This design comes from an exercise in tuning for small area on the open sky130 flow, not from production work. In this exercise RTL edits were held to simulation tests only and were not proved equivalent to the original. The clock cells of runs 3 to 5 come from the design's own scripts or RTL, not from TritonCTS. No driver is modelled on the clock port, so clock power and skew are understated where the tree is cut down; a real chip needs a root buffer or a tree. Power is estimated from default activity; no workload was simulated.

==> flow/design.v <==
module mfe_lcd1602_controller(
    input  clk,
    input  rst,
    input  start,      
    output ready,      
    output done,       
    output first,      
    output lcd_en
);
localparam [17 : 0] KMASK = 18'h2aaaa;
localparam [1 : 0]  C_IDLE = 2'd0;
localparam [1 : 0]  C_SET  = 2'd1;
localparam [1 : 0]  C_ENB  = 2'd3;
localparam [1 : 0]  C_WAIT = 2'd2;
reg  [1 : 0]  cs;
reg  [17 : 0] kq;
wire [17 : 0] k = kq ^ KMASK;
wire idle = cs == C_IDLE;
wire tc_a = k[6];
wire tc_e = k[5] & k[17];
wire tc_w = k[0] & k[1] & ~k[2] & ~k[3] & ~k[4] & k[5] & k[6] & k[7] & ~k[8] & ~k[9] & ~k[10] & k[11] & ~k[12] & ~k[13] & ~k[14] & k[15] & ~k[16] & k[17];
wire clr  = rst | idle | (cs == C_SET & tc_a) | (cs == C_ENB & tc_e);
always @(posedge clk) begin
    kq <= (clr ? 18'd0 : {k[16:0], ~(k[17] ^ k[10])}) ^ KMASK;
end
always @(posedge clk) begin
    if (rst) begin
        cs <= C_IDLE;
    end
    else begin
        case (cs)
            C_IDLE:  cs <= start ? C_SET  : C_IDLE;
            C_SET:   cs <= tc_a  ? C_ENB  : C_SET;
            C_ENB:   cs <= tc_e  ? C_WAIT : C_ENB;
            default: cs <= tc_w  ? C_IDLE : C_WAIT;
        endcase
    end
end
assign ready  = idle;
assign done   = idle & k[1];
assign first  = cs == C_SET & ~k[0];
assign lcd_en = cs == C_ENB;
endmodule
module mfe_lcd1602_controller_wrapper(
    clk,
    rst,
    clear,
    home,
    cenb,
    disp,
    dat,
    cmd,
    vld,
    shift,
    ready,
    lcd_rs,
    lcd_rw,
    lcd_en,
    lcd_data
    );
input           clk;
input           rst;
input           clear;
input           home;
input           cenb;
input           disp;
input  [7 : 0]  dat;
input           cmd;
input           vld;
input  [1 : 0]  shift;
output          ready;
output          lcd_rs;
output          lcd_rw;
output          lcd_en;
output [7 : 0]  lcd_data;
localparam [2 : 0] S_IDLE = 3'd0;
localparam [2 : 0] S_LCMD = 3'd7;
localparam [2 : 0] S_SCMD = 3'd3;
localparam [2 : 0] S_DATA = 3'd1;
localparam [2 : 0] S_SHIF = 3'd4;
localparam [2 : 0] S_INA  = 3'd6;
localparam [2 : 0] S_INB  = 3'd5;
reg [2 : 0]  ws;
reg          disp_q;
reg [7 : 0]  nb;         
reg [24 : 0] s;
reg [7 : 0]  dat_reg;
reg          rs_reg;
wire c_ready, c_done, c_first;
wire [7 : 0] q = dat_reg;
wire in_idle = ws == S_IDLE;
wire in_lcmd = ws == S_LCMD;
wire in_scmd = ws == S_SCMD;
wire in_data = ws == S_DATA;
wire in_shif = ws == S_SHIF;
wire in_ina  = ws == S_INA;
wire in_inb  = ws == S_INB;
wire disp_vld = disp ^ disp_q;
wire z        = ~s[0] & s[1] & ~s[2] & s[3] & ~s[4] & s[5] & s[6] & ~s[7] & ~s[8] & ~s[9] & ~s[10] & ~s[11] & ~s[12] & s[13] & ~s[14] & s[15] & s[16] & ~s[17] & s[18] & ~s[19] & ~s[20] & s[21] & ~s[22] & s[23] & ~s[24];
wire n0 = c_ready & ~c_done;    
wire [7 : 0] succ = {q[7] | q[1], 1'b0, n0, n0, q[5] | n0, q[5] | q[0], q[0], q[3] & q[2]};
wire nb_z  = ~in_idle | clear | home;
wire nb_dc = ~cmd & (disp_vld | cenb);
always @(posedge clk) begin
    disp_q <= disp;
    nb[7]   <= ~nb_z & (cmd | ~nb_dc & dat[7]);
    nb[6:4] <= {3{~nb_z & ~nb_dc}} & dat[6:4];
    nb[3]   <= ~nb_z & (dat[3] | nb_dc);
    nb[2]   <= ~nb_z & (nb_dc ? disp : dat[2]);
    nb[1]   <= nb_z ? home : (nb_dc ? cenb : dat[1]);
    nb[0]   <= nb_z ? clear : ~nb_dc & dat[0];
end
wire c_start = in_ina | in_lcmd | ((in_scmd | in_data) & ~c_done) | (in_shif & z);
wire ld_a    = ~rst & in_ina & (c_first | n0);
wire ld_n    = ~rst & (in_lcmd | ((in_scmd | in_data) & c_ready & ~c_done));
wire ld_s    = ~rst & in_shif & z;
wire hold    = ~rst & ~(ld_a | ld_n | ld_s);
always @(posedge clk) begin
    dat_reg <= ({8{ld_a}} & succ) | ({8{ld_n}} & nb) |
               ({8{ld_s}} & {4'b0001, shift, 2'b00}) | ({8{hold}} & dat_reg);
    rs_reg  <= (ld_n & in_data) | (hold & rs_reg);
end
always @(posedge clk) begin
    if (rst) begin
        ws <= S_INA;
    end
    else begin
        case (ws)
            S_IDLE: ws <= (clear | home)           ? S_LCMD :
                          (disp_vld | cenb | cmd)  ? S_SCMD :
                          (|shift)                 ? S_SHIF :
                          vld                      ? S_DATA : S_IDLE;
            S_INA:  ws <= (c_ready & q[7]) ? S_INB : S_INA;
            S_SHIF: ws <= (~|shift & c_done) ? S_IDLE : S_SHIF;
            S_LCMD, S_SCMD, S_DATA, S_INB:
                    ws <= c_done ? S_IDLE : ws;
            default: ws <= S_IDLE;
        endcase
    end
end
wire s_en1 = ~rst & in_shif;
wire s_en0 = ~rst & ~in_shif;
always @(posedge clk) begin
    s <= ({25{s_en1}} & {s[23], s[22], s[21], s[20], s[19], s[18], s[17], s[16], s[15], s[14], s[13], s[12], s[11], s[10], s[9], s[8], s[7], s[6], s[5], s[4], s[3], s[2], s[1], s[0], ~(s[24] ^ s[21]) ^ z}) | ({25{s_en0}} & s) | ({25{rst}} & 25'd10854506);
end
assign ready    = in_idle;
assign lcd_rs   = rs_reg;
assign lcd_rw   = 1'b0;
assign lcd_data = dat_reg;
mfe_lcd1602_controller lcd_ctrl_i (
    .clk      (clk),
    .rst      (rst),
    .start    (c_start),
    .ready    (c_ready),
    .done     (c_done),
    .first    (c_first),
    .lcd_en   (lcd_en)
);
endmodule
==> flow/flow/run.sh <==
#!/bin/bash
# Own layout flow: the standard layout (standard.sh) with three changes that
# only make the layout smaller:
#  - synthesis is the standard flow's own script (synth_recipe.tcl), except that ABC maps the
#    logic for area (flow/abc_area.script) instead of for speed; the registers,
#    their names and cell types are the standard synthesis's;
#  - the port buffers are sky130_fd_sc_hd__buf_1 (every input and output port
#    still gets its own buffer);
#  - clock tree synthesis uses clkbuf_4 buffers and no dummy loads.
# Each tool's output goes to a log file in the work folder (and ORFS's own logs
# stay under orfs/logs/).
set -euo pipefail
W=$(pwd)
F=$W/flow

# synthesis script: synth_recipe.tcl with an abc that uses the area script
{
  head -n 1 "$W/synth_recipe.tcl"
  cat <<EOT
proc abc {args} {
  puts "abc: mapping with $F/abc_area.script"
  set out {}
  set skip 0
  foreach a \$args {
    if {\$skip} { lappend out {$F/abc_area.script}; set skip 0; continue }
    if {\$a eq "-script"} { set skip 1 }
    lappend out \$a
  }
  yosys abc {*}\$out
}
EOT
  tail -n +2 "$W/synth_recipe.tcl"
} > "$W/own_synth.tcl"

bash "$W/standard.sh" \
  SYNTH_SCRIPT="$W/own_synth.tcl" \
  "BUFFER_PORTS_ARGS=-buffer_cell sky130_fd_sc_hd__buf_1" \
  "CTS_ARGS=-sink_clustering_enable -repair_clock_nets -buf_list sky130_fd_sc_hd__clkbuf_4 -dont_use_dummy_load" \
  finish > "$W/orfs_make.log" 2>&1

test -s "$W/out/final.def"
==> flow/flow/abc_area.script <==
strash
dch -f
map -a
topo
==> flow/standard.sh <==
#!/bin/bash
# synth_recipe.tcl (not shown) runs the flow's synth.tcl, then flattens the netlist and writes it again
# the make line also repeats each setting of config.mk as NAME=value (left out here)
make -C /OpenROAD-flow-scripts/flow DESIGN_CONFIG=/design/flow/config.mk WORK_HOME=/design/flow/orfs CLKGATE_MAP_FILE= SYNTH_SCRIPT=/design/flow/synth_recipe.tcl "${@:-finish}"
==> flow/config.mk <==
export PLATFORM = sky130hd
export DESIGN_NAME = mfe_lcd1602_controller_wrapper
export DESIGN_NICKNAME = mfe_lcd1602_controller_wrapper
export VERILOG_FILES = /design/flow/design.v
export SDC_FILE = /design/flow/constraint.sdc
export NUM_CORES = 4
export LEC_CHECK = 0
export CAP_MARGIN = 20
export CORE_MARGIN = 2
export CORE_UTILIZATION = 40
export SLEW_MARGIN = 20
==> flow/constraint.sdc <==
create_clock -name core_clock -period 5.0 [get_ports {clk}]
set_input_delay 1.0000 -clock core_clock [delete_from_list [all_inputs] [get_ports {clk}]]
set_output_delay 1.0000 -clock core_clock [all_outputs]
set_load 0.01 [all_outputs]
==> impl_metrics.env, run 1 <==
export IMPL_status="timing/DRC/antenna clean"
export IMPL_ys_ff_latch=66
export IMPL_layout_cells_non_filler=389
export IMPL_synth_most_common_cell="dfxtp_1"
export IMPL_p_switching_uw=483
export IMPL_drv_cap=0
export IMPL_diodes=0
export IMPL_drc=0
export IMPL_syn_area_per_cell_um2=8.38
export IMPL_internal_power_uw=852
export IMPL_cts_tree="done"
export IMPL_num_vias=1984
export IMPL_synth_largest_area_cell="dfxtp_1"
export IMPL_cp_max_fo=6
export IMPL_firstDrtPassIters=4
export IMPL_die_area_um2=6510
export IMPL_syn_to_final_growth_pct=10.8
export IMPL_drv_slew=0
export IMPL_clock_path_buffers=2
export IMPL_setup_worst_path_end_class="register"
export IMPL_startpoint_type="register"
export IMPL_cp_required_ps=5300
export IMPL_first_iter_violations=130
export IMPL_vias_per_cell=5.10
export IMPL_timing_fmax_mhz=395
export IMPL_finalHoldViolCount=0
export IMPL_ys_warn_count=2
export IMPL_synth_top_area_share_pct=56.1
export IMPL_fin_crit_sh_pct=50.6
export IMPL_grt_pass1_vias=1760
export IMPL_num_fill_cells=570
export IMPL_rsz0062_at_grt="false"
export IMPL_synth_area_leaders="dfxtp_1 (56%), clkinv_1 (9.1%), nor2_1 (6.7%), nand2_1 (5.3%), a22oi_1 (3.8%)"
export IMPL_multi_input_area_um2=811
export IMPL_final_seq_area_um2=1320
export IMPL_grt_ovfl_total=0
export IMPL_peakVddDrop_uv=178
export IMPL_p_clk_share_pct=18.0
export IMPL_synth_cell_types=26
export IMPL_grt_pass1_wl_um=8280
export IMPL_synth_common_cells="dfxtp_1 (66), clkinv_1 (57), nor2_1 (42)"
export IMPL_critPathArrivalTime_ps=2830
export IMPL_htree_levels=3
export IMPL_globalplace_congestion=0.852
export IMPL_worst_setup_path_type="reg -> reg"
export IMPL_io_pins=30
export IMPL_regMostFlops="s"
export IMPL_min_period_ps=2530
export IMPL_cts_root_buf="clkbuf_4"
export IMPL_layout_nets=337
export IMPL_cts_reportedPaths_clkPinSlew_ps=110
export IMPL_antenna_found_initial=0
export IMPL_syn_inst=281
export IMPL_wirelength_um=4900
export IMPL_min_path_type="reg -> reg"
export IMPL_slew_headroom_pct=46.1
export IMPL_track_usage_pct=16.9
export IMPL_synth_edff_count=0
export IMPL_post_dp_hpwl_um=3660
export IMPL_setup_viol=0
export IMPL_drive_gt1_share_pct=4.10
export IMPL_wl_per_cell_um=12.6
export IMPL_syn_area_um2=2350
export IMPL_dp_cells=380
export IMPL_syn_nets=299
export IMPL_pwr_share_comb_pct=31.6
export IMPL_rows=27
export IMPL_post_cts_buffers=0
export IMPL_setup_tns_ps=0
export IMPL_core_um2=5610
export IMPL_worst_slew_pin_slew_ps=805
export IMPL_ant_nets=0
export IMPL_ys_seq_area_share_pct=56.1
export IMPL_largest_reg_flops=25
export IMPL_grt_start_max_net_pins=16
export IMPL_synth_flop_cell="dfxtp_1"
export IMPL_cts_resized_gates=0
export IMPL_pwr_density_cell_nw_per_um2=512
export IMPL_pwr_share_seq_pct=50.4
export IMPL_cts_hold_buf=0
export IMPL_synth_async_reset_ratio_pct=0
export IMPL_cts_buffers=9
export IMPL_clk_insertion_delay_late_ps=410
export IMPL_leakagePower_nw=0.917
export IMPL_start_util_pct=42.0
export IMPL_finClkSkew_ps=26.8
export IMPL_die_height_um=80.7
export IMPL_port_buffers=28
export IMPL_cts_sinks=66
export IMPL_p_sw_share_pct=36.2
export IMPL_die_w_um=80.7
[final cells by class]
class                   count  share of cell area [%]
inverters                  57                    8.20
flip-flops and latches     66                    50.6
well taps                  72                    3.45
multi-input cells         157                    31.1
clock buffers               9                    2.59
repair buffers             28                    4.03
[critical path, cell delays in order (launching register included)]
cell and delay (ps):
dfxtp_1 320, clkinv_1 90, nor4_1 290, nand4_1 130, nor4_1 550, nand3_1 280, nand2_1 200, clkinv_1 190
a221o_2 370
[placed cells by master (no fill, tap or decap), types with 6 or more instances in the layout]
| cell type | instances |
|---|---|
| dfxtp_1 | 66 |
| clkinv_1 | 57 |
| nor2_1 | 42 |
| nand2_1 | 33 |
| buf_1 | 28 |
| o22ai_1 | 14 |
| a22oi_1 | 12 |
| nand3_1 | 10 |
| a21oi_1 | 10 |
| clkbuf_4 | 9 |
| nor4_1 | 6 |
| nand4_1 | 6 |
[stage by stage]
| stage | setup WS (ps) | power (mW) | hold slack [ps] | utilization, % | cell area, um2 |
|---|---|---|---|---|---|
| floorplan | 2830 | 0.983 | 366 | - | 2350 |
| global placement | 2270 | 1.10 | 370 | 45.3 | 2540 |
| detailed placement | 2150 | 1.10 | 373 | 45.3 | 2540 |
| CTS | 2520 | 1.35 | 373 | 46.5 | 2610 |
| global route | 2170 | 1.44 | 381 | 46.5 | 2610 |
| finish | 2470 | 1.33 | 387 | 46.5 | 2610 |
[metal layers]
metal  global-route usage, %  routed length, um  share of wire (%)
met4                    6.95                 73                1.5
met2                    22.7               2090                 43
met5                       0                  0                  0
met3                    6.40                286                5.8
met1                    24.2               2450                 50
[power groups by stage]
stage	clock network [mW]	registers, mW	logic (mW)
after floorplan	0	0.681	0.303
after global placement	0	0.685	0.418
after detailed placement	0	0.685	0.417
after CTS	0.255	0.673	0.421
after global routing	0.269	0.685	0.484
final	0.240	0.673	0.422
[path summary, 6_finish.rpt]
path	from	to	slack (ps)	cells after the start
setup / recovery	s[13]	dat_reg[1]	2470	8
hold / removal	lcd_ctrl_i.kq[16]	lcd_ctrl_i.kq[17]	390	1
setup reg to reg	s[13]	dat_reg[1]	2470	8
hold reg to reg	lcd_ctrl_i.kq[16]	lcd_ctrl_i.kq[17]	390	1
[cell families (layout without fill, tap and decap cells)]
family	count (synthesis)	after routing	synth area share, %
compound gates	56	56	16.1
buf+inv	58	94	9.41
flops	66	66	56.1
simple gates	100	100	18.2
other cells	1	1	0.159
==> inputs of run 2 (changes only) <==
==> flow/flow/abc_area.script (replaced) <==
strash
dch -f
map -a
&get -n
&st
&dch -f
&nf -a -p -R 1000
&put
--- a/flow/config.mk
+++ b/flow/config.mk
@@ -9,3 +9,3 @@
 export CORE_MARGIN = 2
-export CORE_UTILIZATION = 40
+export CORE_UTILIZATION = 60
 export SLEW_MARGIN = 20
==> run 2 against run 1 <==
Still clean on timing, DRC and antenna. Combinational power fell by 21%. Non-clock buffer count rose by 1. Routed wire length fell by 11%. Flip-flop and latch count did not move.
==> impl_metrics.env, run 2 <==
export IMPL_p_clk_share_pct=18.5
export IMPL_die_height_um=65.2
export IMPL_pwr_share_comb_pct=26.7
export IMPL_vias_per_cell=5.75
export IMPL_largest_reg_flops=25
export IMPL_pwr_share_seq_pct=54.8
export IMPL_finalHoldViolCount=0
export IMPL_clk_insertion_delay_late_ps=390
export IMPL_crit_slowest_cell="nor3_1"
export IMPL_die_w_um=65.2
export IMPL_clock_path_buffers=2
export IMPL_drv_slew=0
export IMPL_post_cts_buffers=0
export IMPL_start_util_pct=61.8
export IMPL_cp_required_ps=4000
export IMPL_io_pins=30
export IMPL_cts_reportedPaths_clkPinSlew_ps=100
export IMPL_cts_root_buf="clkbuf_4"
export IMPL_fin_ws_ps=2490
export IMPL_synth_flop_cell="dfxtp_1"
export IMPL_first_iter_violations=134
export IMPL_rsz0062_at_grt="false"
export IMPL_synth_top_area_share_pct=58.8
export IMPL_wl_per_cell_um=14.0
export IMPL_synth_edff_count=0
export IMPL_regMostFlops="s"
export IMPL_synth_async_reset_ratio_pct=0
export IMPL_syn_to_final_growth_pct=10.5
export IMPL_num_vias=1795
export IMPL_design_area_um2=2480
export IMPL_grt_ovfl_total=0
export IMPL_wirelength_um=4360
export IMPL_fin_crit_sh_pct=50.2
export IMPL_p_sw_share_pct=33.4
export IMPL_grt_pass1_vias=1587
export IMPL_min_path_type="reg -> reg"
export IMPL_syn_inst=227
export IMPL_timing_fmax_mhz=398
export IMPL_final_util_pct=68.3
export IMPL_critPathTopFamily="simple AND/OR/NAND/NOR gates"
export IMPL_drive_gt1_share_pct=4.17
export IMPL_rows=22
export IMPL_slew_headroom_pct=32.1
export IMPL_r2r_start="s[22]"
export IMPL_port_buffers=28
export IMPL_syn_nets=245
export IMPL_min_period_ps=2510
export IMPL_globalplace_congestion=0.807
export IMPL_pwr_density_cell_nw_per_um2=505
export IMPL_leakagePower_nw=0.941
export IMPL_worst_slew_pin_slew_ps=1010
export IMPL_internal_power_uw=834
export IMPL_layout_nets=284
export IMPL_cts_sinks=66
export IMPL_worst_setup_path_type="reg -> out"
export IMPL_core_um2=3630
export IMPL_critPathLaunch="ws[2]"
export IMPL_track_usage_pct=22.5
export IMPL_worstHoldStart="lcd_ctrl_i.kq[4]"
export IMPL_critPathArrivalTime_ps=1510
export IMPL_drv_cap=0
export IMPL_startpoint_type="register"
export IMPL_cts_hold_buf=0
export IMPL_synth_most_common_cell="dfxtp_1"
export IMPL_htree_levels=3
export IMPL_status="timing/DRC/antenna clean"
export IMPL_synth_area_leaders="dfxtp_1 (59%), nand2_1 (6.4%), a22o_1 (5.8%), nor2_1 (4.2%), o22a_1 (3.9%)"
export IMPL_final_common_cell="dfxtp_1"
export IMPL_die_area_um2=4250
export IMPL_peakVddDrop_uv=348
export IMPL_ys_seq_area_share_pct=58.8
export IMPL_slowest_delay_ps=540
export IMPL_mostFrequentLayoutCells="dfxtp_1 (66), nand2_1 (38), buf_1 (28)"
export IMPL_synth_common_cells="dfxtp_1 (66), nand2_1 (38), nor2_1 (25)"
export IMPL_crit_chain="nor3_1, buf_1"
export IMPL_cts_tree="done"
export IMPL_preCtsSetupSlack_ps=2440
export IMPL_diodes=0
export IMPL_post_dp_hpwl_um=3040
export IMPL_ys_ff_latch=66
export IMPL_cts_buffers=9
export IMPL_synth_largest_area_cell="dfxtp_1"
export IMPL_p_switching_uw=419
export IMPL_syn_area_per_cell_um2=9.89
export IMPL_ys_warn_count=2
export IMPL_cts_resized_gates=0
export IMPL_synth_cell_types=37
export IMPL_setup_tns_ps=0
export IMPL_antenna_found_initial=0
export IMPL_grt_pass1_wl_um=7240
export IMPL_place_area_um2=2410
export IMPL_syn_area_um2=2250
export IMPL_finClkSkew_ps=30.0
export IMPL_finalPower_mw=1.25
export IMPL_setup_viol=0
export IMPL_cp_max_fo=7
export IMPL_ant_nets=0
export IMPL_critPathBufInv=1
export IMPL_drc=0
export IMPL_firstDrtPassIters=4
export IMPL_grt_start_max_net_pins=17
export IMPL_setup_worst_path_end_class="output pin"
==> run 2: cell count changes in the layout (fill, tap and decap cells not counted), moves of 3 or more <==
cell      change
o211ai_1      -3
a22oi_1      -10
o31ai_1       +3
o22ai_1      -14
a22o_1       +15
and2_0        +5
a21oi_1       -4
o21ai_0       +3
o22a_1       +10
nor3_1        +3
nand2_1       +5
clkinv_1     -54
nand4_1       -5
nor2_1       -17
==> run 2: path summary, 6_finish.rpt <==
check                          end  slack (ps)  depth (start not counted)
setup reg to reg        dat_reg[2]        2960                          7
setup / recovery             ready        2490                          2
hold / removal    lcd_ctrl_i.kq[5]         400                          1
hold reg to reg   lcd_ctrl_i.kq[5]         400                          1
==> run 2: per-stage QoR <==
step           instances  hold slack, ps
6_report             312             401
5_1_grt              312             411
4_1_cts              312             401
3_5_place_dp         303             375
3_3_place_gp         303             371
2_1_floorplan        227             366
==> run 2: final cells by class <==
cell class                      count  area (um2)
Inverter                            3        11.3
Tap cell                           48        60.1
Fill cell                         306        1150
Sequential cell                    66        1320
Multi-Input combinational cell    157         910
Timing Repair Buffer               29         113
Clock buffer                        9        67.6
==> run 2: worst register-to-register path, stage by stage, from the launching register on <==
cell and delay [ps]:
dfxtp_1 340, nor2_1 90, nand3_1 70, nor4_1 210, nand4_1 170, or3_1 380
and4b_1 310, a221o_1 320
==> run 2: logic make-up after synthesis <==
family,after synthesis,share of synthesized area [%]
buffers and inverters,4,0.836
AO/OA/AOI/OAI,58,19.8
AND/OR/NAND/NOR,98,20.4
flip-flops,66,58.8
other,1,0.167
==> run 2: metal layers <==
layer / vias up / routed length [um] / track usage, %
met3: 4 / 246 / 5.65
met4: 0 / 33 / 12.5
met2: 43 / 1960 / 32.8
met1: 829 / 2120 / 30.4
met5: - / 0 / 0
li1: 919 / - / -
==> run 2: power groups by stage <==
stage	sequential [mW]	combinational [mW]	clock (mW)
2_1_floorplan	0.686	0.246	0
5_1_grt	0.697	0.379	0.266
3_5_place_dp	0.696	0.334	0
3_3_place_gp	0.696	0.329	0
4_1_cts	0.685	0.335	0.240
6_report	0.687	0.335	0.232
==> inputs of run 3 (changes only) <==
--- a/flow/design.v
+++ b/flow/design.v
@@ -1,9 +1,12 @@
 module mfe_lcd1602_controller(
-    input  clk,
-    input  rst,
-    input  start,      
-    output ready,      
-    output done,       
-    output first,      
-    output lcd_en
+    input          clk,
+    input          rst,
+    input          start,      
+    input          nb_load,    
+    input  [5 : 0] nbv,
+    output         ready,      
+    output         done,       
+    output         first,      
+    output [5 : 0] kv,         
+    output         lcd_en
 );
@@ -22,4 +25,7 @@
 wire clr  = rst | idle | (cs == C_SET & tc_a) | (cs == C_ENB & tc_e);
+wire keep = ~rst & idle & nb_load;
+wire [17 : 0] kn = clr ? 18'd0 : {k[16:0], ~(k[17] ^ k[10])};
+wire [17 : 0] kk = (nbv[5] ? 18'h20000 : 18'h0) | (nbv[4] ? 18'h10000 : 18'h0) | (nbv[3] ? 18'h08000 : 18'h0) | (nbv[2] ? 18'h04000 : 18'h0) | (nbv[1] ? 18'h02000 : 18'h0) | (nbv[0] ? 18'h01000 : 18'h0);
 always @(posedge clk) begin
-    kq <= (clr ? 18'd0 : {k[16:0], ~(k[17] ^ k[10])}) ^ KMASK;
+    kq <= (kn | ({18{keep}} & kk)) ^ KMASK;
 end
@@ -41,2 +47,3 @@
 assign first  = cs == C_SET & ~k[0];
+assign kv     = {k[17], k[16], k[15], k[14], k[13], k[12]};
 assign lcd_en = cs == C_ENB;
@@ -84,3 +91,3 @@
 reg          disp_q;
-reg [7 : 0]  nb;         
+reg [1 : 0]  nb;         
 reg [24 : 0] s;
@@ -88,3 +95,4 @@
 reg          rs_reg;
-wire c_ready, c_done, c_first;
+wire         c_ready, c_done, c_first;
+wire [5 : 0] c_kv;
 wire [7 : 0] q = dat_reg;
@@ -101,12 +109,9 @@
 wire [7 : 0] succ = {q[7] | q[1], 1'b0, n0, n0, q[5] | n0, q[5] | q[0], q[0], q[3] & q[2]};
-wire nb_z  = ~in_idle | clear | home;
-wire nb_dc = ~cmd & (disp_vld | cenb);
+wire       nb_dc = ~cmd & (disp_vld | cenb);
+wire [7:0] nbyte = {cmd | ~nb_dc & dat[7], {3{~nb_dc}} & dat[6:4], dat[3] | nb_dc,
+                    nb_dc ? disp : dat[2], nb_dc ? cenb : dat[1], ~nb_dc & dat[0]};
+wire       nb_z  = ~in_idle | clear | home;
 always @(posedge clk) begin
     disp_q <= disp;
-    nb[7]   <= ~nb_z & (cmd | ~nb_dc & dat[7]);
-    nb[6:4] <= {3{~nb_z & ~nb_dc}} & dat[6:4];
-    nb[3]   <= ~nb_z & (dat[3] | nb_dc);
-    nb[2]   <= ~nb_z & (nb_dc ? disp : dat[2]);
-    nb[1]   <= nb_z ? home : (nb_dc ? cenb : dat[1]);
-    nb[0]   <= nb_z ? clear : ~nb_dc & dat[0];
+    nb     <= nb_z ? {home, clear} : nbyte[1:0];
 end
@@ -114,9 +119,10 @@
 wire ld_a    = ~rst & in_ina & (c_first | n0);
-wire ld_n    = ~rst & (in_lcmd | ((in_scmd | in_data) & c_ready & ~c_done));
+wire ld_l    = ~rst & in_lcmd;
+wire ld_r    = ~rst & (in_scmd | in_data) & c_ready & ~c_done;
 wire ld_s    = ~rst & in_shif & z;
-wire hold    = ~rst & ~(ld_a | ld_n | ld_s);
+wire hold    = ~rst & ~(ld_a | ld_l | ld_r | ld_s);
 always @(posedge clk) begin
-    dat_reg <= ({8{ld_a}} & succ) | ({8{ld_n}} & nb) |
+    dat_reg <= ({8{ld_a}} & succ) | ({8{ld_r}} & {c_kv, nb}) | ({8{ld_l}} & {6'b0, nb}) |
                ({8{ld_s}} & {4'b0001, shift, 2'b00}) | ({8{hold}} & dat_reg);
-    rs_reg  <= (ld_n & in_data) | (hold & rs_reg);
+    rs_reg  <= (ld_r & in_data) | (hold & rs_reg);
 end
@@ -153,2 +159,4 @@
     .start    (c_start),
+    .nb_load  (in_idle),
+    .nbv      (nbyte[7:2]),
     .ready    (c_ready),
@@ -156,2 +164,3 @@
     .first    (c_first),
+    .kv       (c_kv),
     .lcd_en   (lcd_en)
--- a/flow/flow/run.sh
+++ b/flow/flow/run.sh
@@ -8,3 +8,4 @@
 #    still gets its own buffer);
-#  - clock tree synthesis uses clkbuf_4 buffers and no dummy loads.
+#  - the clock tree is one level of four clkbuf_8 (flow/manual_cts.tcl)
+#    instead of TritonCTS's tree of nine buffers.
 # Each tool's output goes to a log file in the work folder (and ORFS's own logs
@@ -37,3 +38,3 @@
   "BUFFER_PORTS_ARGS=-buffer_cell sky130_fd_sc_hd__buf_1" \
-  "CTS_ARGS=-sink_clustering_enable -repair_clock_nets -buf_list sky130_fd_sc_hd__clkbuf_4 -dont_use_dummy_load" \
+  PRE_CTS_TCL="$F/manual_cts.tcl" \
   finish > "$W/orfs_make.log" 2>&1
==> flow/flow/manual_cts.tcl (new file) <==
# Sourced before ORFS's clock tree step (PRE_CTS_TCL). The clock has few sinks,
# so instead of TritonCTS's tree this builds a one-level tree: the sinks are
# split into 4 groups by position (left/right, then bottom/top) and each group
# gets one clkbuf_8 at its centre, driven from the clock port. The rest of the
# step (legalisation, timing repair) runs as usual.
proc clock_tree_synthesis {args} {
  set bufname sky130_fd_sc_hd__clkbuf_8
  set nx 2
  set ny 2
  set block [ord::get_db_block]
  set db [ord::get_db]
  set clk [$block findNet clk]
  set sinks {}
  foreach it [$clk getITerms] {
    set bb [[$it getInst] getBBox]
    lappend sinks [list [expr {([$bb xMin] + [$bb xMax]) / 2}] [expr {([$bb yMin] + [$bb yMax]) / 2}] $it]
  }
  set sinks [lsort -integer -index 0 $sinks]
  set n [llength $sinks]
  set groups {}
  for {set i 0} {$i < $nx} {incr i} {
    set strip [lsort -integer -index 1 [lrange $sinks [expr {$i * $n / $nx}] [expr {($i + 1) * $n / $nx - 1}]]]
    set m [llength $strip]
    for {set j 0} {$j < $ny} {incr j} {
      lappend groups [lrange $strip [expr {$j * $m / $ny}] [expr {($j + 1) * $m / $ny - 1}]]
    }
  }
  set master [$db findMaster $bufname]
  set g 0
  foreach grp $groups {
    set inst [odb::dbInst_create $block $master "clkbuf_leaf_$g"]
    set net [odb::dbNet_create $block "clknet_leaf_$g"]
    $net setSigType CLOCK
    set sx 0
    set sy 0
    foreach s $grp {
      set it [lindex $s 2]
      $it disconnect
      $it connect $net
      incr sx [lindex $s 0]
      incr sy [lindex $s 1]
    }
    set k [llength $grp]
    [$inst findITerm A] connect $clk
    [$inst findITerm X] connect $net
    $inst setLocation [expr {$sx / $k}] [expr {$sy / $k}]
    $inst setPlacementStatus PLACED
    puts "manual clock tree: $bufname clkbuf_leaf_$g drives $k sinks"
    incr g
  }
}
==> run 3 against run 2 <==
Still clean on timing, DRC and antenna. Utilization is 1.7 points higher. First-iteration DRC count up 38%. Fmax fell by 12%. Routed wire length down 0.48%. Combinational power increased by 13%. Sequential power shrank 5.7%. Cell count down 2.2%. Clock skew is 20 ps lower. Total power shrank 3.2%. Flip-flop and latch count down 6. Worst hold slack improved by 2.0 ps. Critical path depth grew 4.
==> impl_metrics.env, run 3 <==
export IMPL_post_dp_hpwl_um=3170
export IMPL_ys_ff_latch=60
export IMPL_num_fill_cells=270
export IMPL_syn_area_per_cell_um2=9.48
export IMPL_drv_slew=0
export IMPL_met3_wirelength_um=255
export IMPL_p_switching_uw=418
export IMPL_die_w_um=63.9
export IMPL_pwr_share_seq_pct=53.4
export IMPL_clk_insertion_delay_late_ps=150
export IMPL_grt_start_max_net_pins=17
export IMPL_synth_cell_types=39
export IMPL_first_iter_violations=185
export IMPL_rsz0062_at_grt="false"
export IMPL_die_height_um=63.9
export IMPL_grt_pass1_vias=1580
export IMPL_rows=21
export IMPL_slew_headroom_pct=34.6
export IMPL_p_clk_share_pct=15.3
export IMPL_final_util_pct=70.0
export IMPL_synth_common_cells="dfxtp_1 (60), nand2_1 (32), nor2_1 (25)"
export IMPL_cts_reportedPaths_clkPinSlew_ps=90
export IMPL_setup_worst_path_end_class="register"
export IMPL_min_period_ps=2850
export IMPL_io_pins=30
export IMPL_ys_seq_area_share_pct=55.8
export IMPL_synth_edff_count=0
export IMPL_ant_nets=0
export IMPL_finalHoldViolCount=0
export IMPL_final_common_cell="dfxtp_1"
export IMPL_wl_met1_um=2200
export IMPL_setup_tns_ps=0
export IMPL_cts_hold_buf=0
export IMPL_drv_cap=0
export IMPL_p_sw_share_pct=34.5
export IMPL_setup_viol=0
export IMPL_min_path_type="reg -> reg"
export IMPL_status="timing/DRC/antenna clean"
export IMPL_wl_per_cell_um=14.2
export IMPL_dr_max_layer_used="met4"
export IMPL_worst_setup_path_type="in -> reg"
export IMPL_layout_nets=279
export IMPL_synth_largest_area_cell="dfxtp_1"
export IMPL_syn_nets=245
export IMPL_diodes=0
export IMPL_synth_async_reset_ratio_pct=0
export IMPL_mostFrequentLayoutCells="dfxtp_1 (60), nand2_1 (32), buf_1 (28)"
export IMPL_largest_reg_flops=25
export IMPL_critPathArrivalTime_ps=2950
export IMPL_vias_per_cell=5.77
export IMPL_grt_pass1_wl_um=7310
export IMPL_antenna_found_initial=0
export IMPL_wirelength_um=4340
export IMPL_pwr_share_comb_pct=31.2
export IMPL_wl_met2_um=1840
export IMPL_startpoint_type="input port"
export IMPL_core_um2=3390
export IMPL_fin_crit_sh_pct=57.0
export IMPL_port_buffers=28
export IMPL_start_util_pct=63.5
export IMPL_internal_power_uw=795
export IMPL_die_area_um2=4080
export IMPL_peakVddDrop_uv=324
export IMPL_globalplace_congestion=0.828
export IMPL_track_usage_pct=21.6
export IMPL_drc=0
export IMPL_leakagePower_nw=0.873
export IMPL_worst_slew_pin_slew_ps=978
export IMPL_pwr_density_cell_nw_per_um2=511
export IMPL_cp_required_ps=5100
export IMPL_cts_resized_gates=0
export IMPL_syn_area_um2=2150
export IMPL_syn_to_final_growth_pct=10.3
export IMPL_num_vias=1759
export IMPL_syn_inst=227
export IMPL_synth_top_area_share_pct=55.8
export IMPL_drive_gt1_share_pct=2.32
export IMPL_timing_fmax_mhz=351
export IMPL_synth_flop_cell="dfxtp_1"
export IMPL_cp_max_fo=16
export IMPL_synth_most_common_cell="dfxtp_1"
export IMPL_post_cts_buffers=0
export IMPL_grt_ovfl_total=0
export IMPL_firstDrtPassIters=4
export IMPL_synth_area_leaders="dfxtp_1 (56%), a22o_1 (5.7%), nand2_1 (5.6%), nor2_1 (4.4%), o22a_1 (3.3%)"
export IMPL_finClkSkew_ps=9.65
export IMPL_ys_warn_count=2
[run 3: cell count changes in the layout (fill, tap and decap cells not counted), moves of 4 or more]
| cell | previous run | this run |
|---|---|---|
| clkbuf_4 | 9 | 0 |
| clkbuf_8 | 0 | 4 |
| dfxtp_1 | 66 | 60 |
| nor3_1 | 3 | 8 |
| a21oi_1 | 6 | 11 |
| nand2_1 | 38 | 32 |
[run 3: final timing paths]
kind | start | endpoint | slack [ps] | cells after the start
worst max-delay path | rst | dat_reg[3] | 2150 | 6
worst min register to register | lcd_ctrl_i.kq[2] | lcd_ctrl_i.kq[3] | 400 | 1
worst max register to register | lcd_ctrl_i.cs[1] | dat_reg[3] | 2660 | 7
worst min-delay path | lcd_ctrl_i.kq[2] | lcd_ctrl_i.kq[3] | 400 | 1
[run 3: per-stage QoR]
step | power [mW] | setup WS [ps] | std cells | instance area, um2 | hold WS, ps
2_1_floorplan | 0.924 | 2780 | 227 | 2150 | 366
3_3_place_gp | 1.03 | 2100 | 301 | 2310 | 378
3_5_place_dp | 1.03 | 2030 | 301 | 2310 | 377
4_1_cts | 1.18 | 2030 | 305 | 2370 | 378
5_1_grt | 1.29 | 1870 | 305 | 2370 | 417
6_report | 1.21 | 2150 | 305 | 2370 | 403
[run 3: area by class of cell]
type	count	area, um2	share of cell area [%]
inverters	5	18.8	0.791
multi-input cells	161	928	39.1
flip-flops and latches	60	1200	50.6
plain buffers	4	55.1	2.32
well taps	46	57.6	2.42
repair buffers	29	113	4.74
[run 3: worst max-delay path, stage by stage]
cell,delay (ps)
buf_1,440
nor3_1,140
nand2_1,190
nand2_1,130
nor3_1,760
a221o_1,270
[run 3: power groups by stage]
stage / clock network [mW] / registers, mW / logic, mW
floorplan: 0 / 0.647 / 0.277
global placement: 0 / 0.656 / 0.371
detailed placement: 0 / 0.656 / 0.375
CTS: 0.146 / 0.658 / 0.376
global route: 0.207 / 0.660 / 0.428
finish: 0.186 / 0.648 / 0.379
[run 3: cell families after synthesis]
group	Yosys count	synth area share, %
AO/OA/AOI/OAI	64	22.0
buffers and inverters	6	1.22
flip-flops	60	55.8
other	1	0.174
AND/OR/NAND/NOR	96	20.8
[run 3: layer usage]
metal | up-vias | global-route usage, %
met5 | - | 0
met3 | 4 | 1.76
met1 | 804 | 34.1
met2 | 49 | 33.3
met4 | 0 | 1.90
li1 | 902 | -
==> inputs of run 4 (changes only) <==
--- a/flow/design.v
+++ b/flow/design.v
@@ -22,5 +22,5 @@
 wire tc_a = k[6];
-wire tc_e = k[5] & k[17];
-wire tc_w = k[0] & k[1] & ~k[2] & ~k[3] & ~k[4] & k[5] & k[6] & k[7] & ~k[8] & ~k[9] & ~k[10] & k[11] & ~k[12] & ~k[13] & ~k[14] & k[15] & ~k[16] & k[17];
-wire clr  = rst | idle | (cs == C_SET & tc_a) | (cs == C_ENB & tc_e);
+wire tc_e = ~k[7] & ~k[9] & ~k[14];
+wire tc_w = ~k[0] & k[1] & k[2] & k[3] & ~k[4] & k[5] & k[6] & k[7] & ~k[8] & ~k[9] & k[10] & ~k[11] & k[12] & k[13] & ~k[14] & ~k[16] & k[17];
+wire clr  = rst | idle;
 wire keep = ~rst & idle & nb_load;
@@ -45,3 +45,3 @@
 assign ready  = idle;
-assign done   = idle & k[1];
+assign done   = idle & k[0];
 assign first  = cs == C_SET & ~k[0];
@@ -83,7 +83,7 @@
 localparam [2 : 0] S_IDLE = 3'd0;
-localparam [2 : 0] S_LCMD = 3'd7;
+localparam [2 : 0] S_LCMD = 3'd1;
 localparam [2 : 0] S_SCMD = 3'd3;
-localparam [2 : 0] S_DATA = 3'd1;
+localparam [2 : 0] S_DATA = 3'd2;
 localparam [2 : 0] S_SHIF = 3'd4;
-localparam [2 : 0] S_INA  = 3'd6;
+localparam [2 : 0] S_INA  = 3'd7;
 localparam [2 : 0] S_INB  = 3'd5;
@@ -106,3 +106,3 @@
 wire disp_vld = disp ^ disp_q;
-wire z        = ~s[0] & s[1] & ~s[2] & s[3] & ~s[4] & s[5] & s[6] & ~s[7] & ~s[8] & ~s[9] & ~s[10] & ~s[11] & ~s[12] & s[13] & ~s[14] & s[15] & s[16] & ~s[17] & s[18] & ~s[19] & ~s[20] & s[21] & ~s[22] & s[23] & ~s[24];
+wire z        = ~s[0] & s[1] & ~s[2] & s[3] & ~s[4] & s[5] & s[6] & ~s[7] & ~s[8] & ~s[9] & ~s[10] & ~s[12] & s[13] & ~s[14] & s[15] & s[16] & ~s[17] & s[18] & ~s[19] & ~s[20] & s[21] & ~s[22] & s[23] & ~s[24];
 wire n0 = c_ready & ~c_done;    
--- a/flow/flow/run.sh
+++ b/flow/flow/run.sh
@@ -8,3 +8,3 @@
 #    still gets its own buffer);
-#  - the clock tree is one level of four clkbuf_8 (flow/manual_cts.tcl)
+#  - the clock tree is one level of four buf_6 (flow/manual_cts.tcl)
 #    instead of TritonCTS's tree of nine buffers.
--- a/flow/flow/manual_cts.tcl
+++ b/flow/flow/manual_cts.tcl
@@ -3,6 +3,6 @@
 # split into 4 groups by position (left/right, then bottom/top) and each group
-# gets one clkbuf_8 at its centre, driven from the clock port. The rest of the
+# gets one buf_6 at its centre, driven from the clock port. The rest of the
 # step (legalisation, timing repair) runs as usual.
 proc clock_tree_synthesis {args} {
-  set bufname sky130_fd_sc_hd__clkbuf_8
+  set bufname sky130_fd_sc_hd__buf_6
   set nx 2
==> run 4 against run 3 <==
Still clean on timing, DRC and antenna. Synthesized cell count is 4.0% lower. Routed wire length is 2.9% higher. Sequential power fell by 15%. Critical path depth increased by 1. Clock power fell by 8%. Global-route usage up 0.93 points. Cell count is 3.3% lower. First-iteration DRC count is 51% lower. Utilization is 1.1 points lower. Critical endpoint is now dat_reg[7]. Largest power group unchanged.
==> impl_metrics.env, run 4 <==
export IMPL_clk_insertion_delay_late_ps=130
export IMPL_die_w_um=63.4
export IMPL_drv_cap=0
export IMPL_layout_cells_non_filler=295
export IMPL_syn_inst=218
export IMPL_worst_setup_path_type="in -> reg"
export IMPL_design_area_um2=2320
export IMPL_synth_edff_count=0
export IMPL_synth_top_area_share_pct=56.7
export IMPL_post_cts_buffers=0
export IMPL_first_iter_violations=90
export IMPL_finalHoldViolCount=0
export IMPL_drv_slew=0
export IMPL_ys_ff_latch=60
export IMPL_slowest_delay_ps=690
export IMPL_peakVddDrop_uv=254
export IMPL_syn_area_um2=2120
export IMPL_syn_area_per_cell_um2=9.72
export IMPL_largest_reg_flops=25
export IMPL_vias_per_cell=6.07
export IMPL_die_height_um=63.4
export IMPL_syn_nets=236
export IMPL_place_area_um2=2270
export IMPL_timing_fmax_mhz=327
export IMPL_dp_cells=291
export IMPL_synth_most_common_cell="dfxtp_1"
export IMPL_min_path_type="reg -> reg"
export IMPL_synth_area_leaders="dfxtp_1 (57%), a22o_1 (6.2%), nand2_1 (5.8%), o22a_1 (4.1%), nor2_1 (4.1%)"
export IMPL_startpoint_type="input port"
export IMPL_leakagePower_nw=0.862
export IMPL_grt_start_max_net_pins=16
export IMPL_core_um2=3360
export IMPL_post_dp_hpwl_um=3340
export IMPL_status="timing/DRC/antenna clean"
export IMPL_layout_nets=269
export IMPL_synth_common_cells="dfxtp_1 (60), nand2_1 (33), nor2_1 (23)"
export IMPL_setup_tns_ps=0
export IMPL_wl_per_cell_um=15.1
export IMPL_preCtsSetupSlack_ps=1830
export IMPL_syn_to_final_growth_pct=9.45
export IMPL_synth_flop_cell="dfxtp_1"
export IMPL_firstDrtPassIters=4
export IMPL_diodes=0
export IMPL_fin_crit_sh_pct=61.2
export IMPL_grt_pass1_wl_um=7530
export IMPL_track_usage_pct=22.5
export IMPL_synth_cell_types=38
export IMPL_ys_seq_area_share_pct=56.7
export IMPL_finClkSkew_ps=7.98
export IMPL_ant_nets=0
export IMPL_antenna_found_initial=0
export IMPL_drc=0
export IMPL_pwr_density_cell_nw_per_um2=374
export IMPL_port_buffers=28
export IMPL_rsz0062_at_grt="false"
export IMPL_wirelength_um=4470
export IMPL_grt_ovfl_total=0
export IMPL_rows=21
export IMPL_synth_largest_area_cell="dfxtp_1"
export IMPL_cts_hold_buf=0
export IMPL_critPathArrivalTime_ps=3110
export IMPL_worst_slew_pin_slew_ps=996
export IMPL_mostFrequentLayoutCells="dfxtp_1 (60), nand2_1 (33), buf_1 (28)"
export IMPL_path_common_cell="nand2_1"
export IMPL_ys_warn_count=2
export IMPL_cp_required_ps=5050
export IMPL_start_util_pct=63.0
export IMPL_slew_headroom_pct=32.9
export IMPL_setup_viol=0
export IMPL_crit_slowest_cell="nor3_1"
export IMPL_synth_async_reset_ratio_pct=0
export IMPL_final_common_cell="dfxtp_1"
export IMPL_io_pins=30
export IMPL_setup_worst_path_end_class="register"
export IMPL_crit_chain="buf_1, clkinv_1, nand2_1, nor2_1, nor3_1, nand2_1, o211ai_1"
export IMPL_min_period_ps=3060
export IMPL_cts_resized_gates=0
export IMPL_drive_gt1_share_pct=1.61
export IMPL_finalHoldWorstSlack_ps=412
export IMPL_num_vias=1792
export IMPL_die_area_um2=4020
export IMPL_fin_ws_ps=1940
export IMPL_grt_pass1_vias=1617
export IMPL_cp_max_fo=11
export IMPL_globalplace_congestion=0.883
export IMPL_cts_reportedPaths_clkPinSlew_ps=100
==> run 4: cell types whose count changed after synthesis, moves of 4 or more <==
| cell | delta |
|---|---|
| o21ai_0 | +5 |
| nand2b_1 | -4 |
| nand3_1 | -6 |
| a21oi_1 | -5 |
==> run 4: cells by family after synthesis <==
logic type | Yosys count | share of synthesized area (%)
and+or+nand+nor | 85 | 18.3
buffers and inverters | 6 | 1.24
other | 1 | 0.177
DFF | 60 | 56.7
AOI/OAI and AO/OA | 65 | 23.2
xor gates and xnor gates | 1 | 0.414
==> run 4: per-layer routing <==
layer / up-vias / global-route usage, % / routed length [um] / part of all wire, %
met5: - / 0 / 0 / 0
met4: 0 / 3.26 / 74 / 1.7
met2: 60 / 40.4 / 2250 / 50
li1: 875 / - / - / -
met1: 848 / 29.9 / 1910 / 43
met3: 9 / 2.14 / 228 / 5.1
==> run 4: area by class of cell <==
type	count	area, um2
multi-input combinational	152	891
sequential	60	1200
tap	46	57.6
fill	314	1040
buffer	4	45.0
timing repair buffer	28	105
inverter	5	18.8
==> run 4: critical path: cells and delay by family <==
kind | cells | cell delay (ps)
AO/OA/AOI/OAI | 1 | 140
buffers and inverters | 2 | 610
AND/OR/NAND/NOR | 4 | 1350
==> run 4: path summary, 6_finish.rpt <==
check,from,endpoint,slack [ps],cells after the start
setup reg to reg,ws[0],dat_reg[7],2740,7
setup / recovery,rst,dat_reg[7],1940,7
hold / removal,lcd_ctrl_i.kq[8],lcd_ctrl_i.kq[9],410,1
hold reg to reg,lcd_ctrl_i.kq[8],lcd_ctrl_i.kq[9],410,1
==> run 4: power by group <==
part,switching [mW],internal (mW)
registers,0.0387,0.513
clock network,0.108,0.0642
logic,0.0881,0.0553
total,0.235,0.632
==> run 4: per-stage QoR <==
stage	utilization [%]	total power, mW
finish	68.9	0.867
floorplan	-	0.652
detailed placement	67.6	0.702
global route	68.9	0.910
global placement	67.6	0.698
CTS	68.9	0.840
==> inputs of run 5 (changes only) <==
--- a/flow/design.v
+++ b/flow/design.v
@@ -5,3 +5,3 @@
     input          nb_load,    
-    input  [5 : 0] nbv,
+    input  [6 : 0] nbv,
     output         ready,      
@@ -9,6 +9,6 @@
     output         first,      
-    output [5 : 0] kv,         
+    output [6 : 0] kv,         
     output         lcd_en
 );
-localparam [17 : 0] KMASK = 18'h2aaaa;
+localparam [17 : 0] KMASK = 18'h15555;
 localparam [1 : 0]  C_IDLE = 2'd0;
@@ -27,3 +27,3 @@
 wire [17 : 0] kn = clr ? 18'd0 : {k[16:0], ~(k[17] ^ k[10])};
-wire [17 : 0] kk = (nbv[5] ? 18'h20000 : 18'h0) | (nbv[4] ? 18'h10000 : 18'h0) | (nbv[3] ? 18'h08000 : 18'h0) | (nbv[2] ? 18'h04000 : 18'h0) | (nbv[1] ? 18'h02000 : 18'h0) | (nbv[0] ? 18'h01000 : 18'h0);
+wire [17 : 0] kk = (nbv[6] ? 18'h00800 : 18'h0) | (nbv[5] ? 18'h20000 : 18'h0) | (nbv[4] ? 18'h10000 : 18'h0) | (nbv[3] ? 18'h08000 : 18'h0) | (nbv[2] ? 18'h04000 : 18'h0) | (nbv[1] ? 18'h02000 : 18'h0) | (nbv[0] ? 18'h01000 : 18'h0);
 always @(posedge clk) begin
@@ -47,3 +47,3 @@
 assign first  = cs == C_SET & ~k[0];
-assign kv     = {k[17], k[16], k[15], k[14], k[13], k[12]};
+assign kv     = {k[11], k[17], k[16], k[15], k[14], k[13], k[12]};
 assign lcd_en = cs == C_ENB;
@@ -84,7 +84,5 @@
 localparam [2 : 0] S_LCMD = 3'd1;
-localparam [2 : 0] S_SCMD = 3'd3;
-localparam [2 : 0] S_DATA = 3'd2;
+localparam [2 : 0] S_REQ  = 3'd3;
 localparam [2 : 0] S_SHIF = 3'd4;
-localparam [2 : 0] S_INA  = 3'd7;
-localparam [2 : 0] S_INB  = 3'd5;
+localparam [2 : 0] S_INA  = 3'd2;
 reg [2 : 0]  ws;
@@ -96,3 +94,3 @@
 wire         c_ready, c_done, c_first;
-wire [5 : 0] c_kv;
+wire [6 : 0] c_kv;
 wire [7 : 0] q = dat_reg;
@@ -100,7 +98,5 @@
 wire in_lcmd = ws == S_LCMD;
-wire in_scmd = ws == S_SCMD;
-wire in_data = ws == S_DATA;
+wire in_req  = ws == S_REQ;
 wire in_shif = ws == S_SHIF;
 wire in_ina  = ws == S_INA;
-wire in_inb  = ws == S_INB;
 wire disp_vld = disp ^ disp_q;
@@ -117,6 +113,6 @@
 end
-wire c_start = in_ina | in_lcmd | ((in_scmd | in_data) & ~c_done) | (in_shif & z);
+wire c_start = in_ina | in_lcmd | (in_req & ~c_done) | (in_shif & z);
 wire ld_a    = ~rst & in_ina & (c_first | n0);
 wire ld_l    = ~rst & in_lcmd;
-wire ld_r    = ~rst & (in_scmd | in_data) & c_ready & ~c_done;
+wire ld_r    = ~rst & in_req & c_ready & ~c_done;
 wire ld_s    = ~rst & in_shif & z;
@@ -124,5 +120,5 @@
 always @(posedge clk) begin
-    dat_reg <= ({8{ld_a}} & succ) | ({8{ld_r}} & {c_kv, nb}) | ({8{ld_l}} & {6'b0, nb}) |
+    dat_reg <= ({8{ld_a}} & succ) | ({8{ld_r}} & {c_kv[5:0], nb}) | ({8{ld_l}} & {6'b0, nb}) |
                ({8{ld_s}} & {4'b0001, shift, 2'b00}) | ({8{hold}} & dat_reg);
-    rs_reg  <= (ld_r & in_data) | (hold & rs_reg);
+    rs_reg  <= (ld_r & c_kv[6]) | (hold & rs_reg);
 end
@@ -135,8 +131,8 @@
             S_IDLE: ws <= (clear | home)           ? S_LCMD :
-                          (disp_vld | cenb | cmd)  ? S_SCMD :
+                          (disp_vld | cenb | cmd)  ? S_REQ  :
                           (|shift)                 ? S_SHIF :
-                          vld                      ? S_DATA : S_IDLE;
-            S_INA:  ws <= (c_ready & q[7]) ? S_INB : S_INA;
+                          vld                      ? S_REQ  : S_IDLE;
+            S_INA:  ws <= (c_ready & q[7]) ? S_REQ : S_INA;
             S_SHIF: ws <= (~|shift & c_done) ? S_IDLE : S_SHIF;
-            S_LCMD, S_SCMD, S_DATA, S_INB:
+            S_LCMD, S_REQ:
                     ws <= c_done ? S_IDLE : ws;
@@ -160,3 +156,3 @@
     .nb_load  (in_idle),
-    .nbv      (nbyte[7:2]),
+    .nbv      ({~cmd & ~(disp_vld | cenb), nbyte[7:2]}),
     .ready    (c_ready),
--- a/flow/config.mk
+++ b/flow/config.mk
@@ -7,5 +7,5 @@
 export LEC_CHECK = 0
-export CAP_MARGIN = 20
+export CAP_MARGIN = 0
 export CORE_MARGIN = 2
 export CORE_UTILIZATION = 60
-export SLEW_MARGIN = 20
+export SLEW_MARGIN = 0
==> run 5 against run 4 <==
Synthesized cell count decreased by 1.4%. Clock power increased by 3%. Critical path depth decreased by 1.
==> impl_metrics.env, run 5 <==
export IMPL_synth_largest_area_cell="dfxtp_1"
export IMPL_min_period_ps=2910
export IMPL_largest_reg_flops=25
export IMPL_grt_pass1_wl_um=7510
export IMPL_num_fill_cells=292
export IMPL_cts_reportedPaths_clkPinSlew_ps=100
export IMPL_rsz0062_at_grt="false"
export IMPL_r2r_end="dat_reg[1]"
export IMPL_synth_edff_count=0
export IMPL_grt_ovfl_total=0
export IMPL_setup_viol=0
export IMPL_diodes=0
export IMPL_final_util_pct=68.7
export IMPL_syn_area_um2=2110
export IMPL_critPathArrivalTime_ps=2980
export IMPL_vias_per_cell=6.02
export IMPL_clk_insertion_delay_late_ps=130
export IMPL_grt_start_max_net_pins=17
export IMPL_post_dp_hpwl_um=3260
export IMPL_worstHoldStart="lcd_ctrl_i.kq[5]"
export IMPL_dp_cells=288
export IMPL_synth_async_reset_ratio_pct=0
export IMPL_cp_max_fo=13
export IMPL_fin_crit_sh_pct=58.1
export IMPL_pwr_share_comb_pct=15.9
export IMPL_post_cts_buffers=0
export IMPL_place_area_um2=2260
export IMPL_synth_area_leaders="dfxtp_1 (57%), a22o_1 (6.2%), nand2_1 (5.3%), o22a_1 (4.2%), nor2_1 (3.7%)"
export IMPL_synth_top_area_share_pct=56.9
export IMPL_drc=0
export IMPL_syn_to_final_growth_pct=9.49
export IMPL_synth_cell_types=39
export IMPL_firstDrtPassIters=4
export IMPL_grt_pass1_vias=1602
export IMPL_synth_most_common_cell="dfxtp_1"
export IMPL_p_clk_share_pct=20.6
export IMPL_peakVddDrop_uv=308
export IMPL_timing_fmax_mhz=344
export IMPL_syn_inst=215
export IMPL_p_switching_uw=231
export IMPL_status="timing/DRC/antenna clean"
export IMPL_slew_headroom_pct=20.5
export IMPL_synth_flop_cell="dfxtp_1"
export IMPL_hold_end="lcd_ctrl_i.kq[6]"
export IMPL_wl_per_cell_um=15.0
export IMPL_setup_worst_path_end_class="register"
export IMPL_cp_required_ps=5070
export IMPL_p_sw_share_pct=26.8
export IMPL_layout_nets=266
export IMPL_startpoint_type="input port"
export IMPL_r2r_slack_ps=2490
export IMPL_core_um2=3360
export IMPL_internal_power_uw=631
export IMPL_finalHoldViolCount=0
export IMPL_syn_nets=233
export IMPL_pwr_density_cell_nw_per_um2=373
export IMPL_setup_tns_ps=0
export IMPL_final_common_cell="dfxtp_1"
export IMPL_design_area_um2=2310
export IMPL_ff2ff_path_depth=7
export IMPL_antenna_found_initial=0
export IMPL_layout_cells_non_filler=292
export IMPL_port_buffers=28
export IMPL_mostFrequentLayoutCells="dfxtp_1 (60), nand2_1 (30), buf_1 (28)"
export IMPL_ys_ff_latch=60
export IMPL_cts_hold_buf=0
export IMPL_drv_cap=0
export IMPL_drv_slew=0
export IMPL_io_pins=30
export IMPL_worst_setup_path_type="in -> reg"
export IMPL_drive_gt1_share_pct=1.63
export IMPL_die_w_um=63.3
export IMPL_pwr_share_seq_pct=63.6
export IMPL_start_util_pct=62.7
export IMPL_finClkSkew_ps=8.87
export IMPL_ant_nets=0
export IMPL_leakagePower_nw=0.854
export IMPL_min_path_type="reg -> reg"
export IMPL_ys_warn_count=2
export IMPL_finalHoldWorstSlack_ps=396
export IMPL_num_vias=1757
export IMPL_rows=21
export IMPL_cts_resized_gates=0
export IMPL_first_iter_violations=156
export IMPL_holdPathStages=1
export IMPL_wirelength_um=4370
export IMPL_syn_area_per_cell_um2=9.81
export IMPL_synth_common_cells="dfxtp_1 (60), nand2_1 (30), nor2_1 (21)"
export IMPL_globalplace_congestion=0.810
export IMPL_ys_seq_area_share_pct=56.9
export IMPL_die_area_um2=4010
export IMPL_worst_slew_pin_slew_ps=1190
export IMPL_track_usage_pct=22.4
export IMPL_die_height_um=63.3
export IMPL_r2r_start="lcd_ctrl_i.cs[0]"
-- run 5: logic make-up (layout without fill, tap and decap cells) --
family / count (synthesis) / after routing / share of synthesized area (%)
xor+xnor: 1 / 1 / 0.415
buf+inv: 6 / 37 / 1.25
other cells: 1 / 1 / 0.178
simple gates: 84 / 84 / 18.3
compound gates: 63 / 63 / 22.9
flops: 60 / 60 / 56.9
-- run 5: worst max path at each step --
stage	to	cells after the start	slack, ps	from
final	dat_reg[7]	6	2090	rst
after global routing	dat_reg[7]	6	1890	rst
after CTS	dat_reg[7]	6	1990	rst
after detailed placement	dat_reg[7]	6	1980	rst
after global placement	dat_reg[3]	5	2110	rst
after floorplan	dat_reg[1]	4	2640	rst
-- run 5: power groups by stage --
| stage | Sequential [mW] | Combinational, mW | Clock [mW] |
|---|---|---|---|
| global placement | 0.558 | 0.134 | 0 |
| global route | 0.553 | 0.156 | 0.195 |
| detailed placement | 0.558 | 0.138 | 0 |
| floorplan | 0.560 | 0.0849 | 0 |
| CTS | 0.559 | 0.138 | 0.136 |
| finish | 0.548 | 0.137 | 0.177 |
-- run 5: area by class of cell --
cell class | instances | area (um2) | share of cell area [%]
plain buffers | 4 | 45.0 | 1.95
inverters | 5 | 18.8 | 0.813
repair buffers | 28 | 105 | 4.55
well taps | 46 | 57.6 | 2.49
flip-flops and latches | 60 | 1200 | 52.0
multi-input cells | 149 | 882 | 38.2
-- run 5: layer usage --
metal	global-route usage (%)	wire, um	up-vias
li1	-	-	868
met4	3.80	46	0
met3	2.68	214	8
met5	0	0	-
met2	38.4	2180	48
met1	31.0	1940	833
-- run 5: critical path: stages --
cell and delay [ps]:
buf_1 390, nor3_1 210, or3_1 340, nor3_1 770, a22oi_1 160, nand2_1 110
-- run 5: through the flow --
| step | power (mW) | setup slack (ps) |
|---|---|---|
| after floorplan | 0.645 | 2640 |
| after global placement | 0.691 | 2110 |
| after detailed placement | 0.696 | 1980 |
| after CTS | 0.833 | 1990 |
| after global routing | 0.904 | 1890 |
| final | 0.863 | 2090 |

-- re-timing with driven ports --
The flow's constraints put no driver on any port. The routed layouts listed below were extracted and timed again, unchanged, in two steps.
Step 1 assumes that a clkbuf_16 drives the clock port and a buf_2 every other input.
Step 2 adds t to the input delays and takes it off the output delays; t is the mean of the earliest and latest rising clock arrival at the registers after step 1. Input paths then give back, and output paths get back, about the clock's delay inside the block.
Slacks: no drivers / after step 1 / after step 2; pairs: no drivers / after step 1.
| run | t (ns) | slack for setup (ns) | hold slack, ns | worst register clock-pin slew, ns | cell pins on the clock port's net |
|---|---|---|---|---|---|
| run 1 | 0.418 | 2.468 / 2.468 / 2.078 | 0.387 / 0.387 / 0.387 | 0.11 / 0.11 | 1 |
| run 2 | 0.399 | 2.488 / 2.465 / 2.484 | 0.401 / 0.401 / 0.401 | 0.10 / 0.10 | 1 |
| run 3 | 0.202 | 2.151 / 2.175 / 1.973 | 0.403 / 0.403 / 0.403 | 0.09 / 0.09 | 4 |
| run 4 | 0.180 | 1.939 / 1.970 / 1.790 | 0.412 / 0.412 / 0.412 | 0.10 / 0.10 | 4 |
| run 5 | 0.183 | 2.094 / 2.129 / 1.946 | 0.396 / 0.396 / 0.396 | 0.10 / 0.10 | 4 |
After both steps setup and hold are still met in every run listed. For run 1, which loses most, drivers alone change the setup slack by 0.000 ns; drivers and shift together by -0.390 ns.
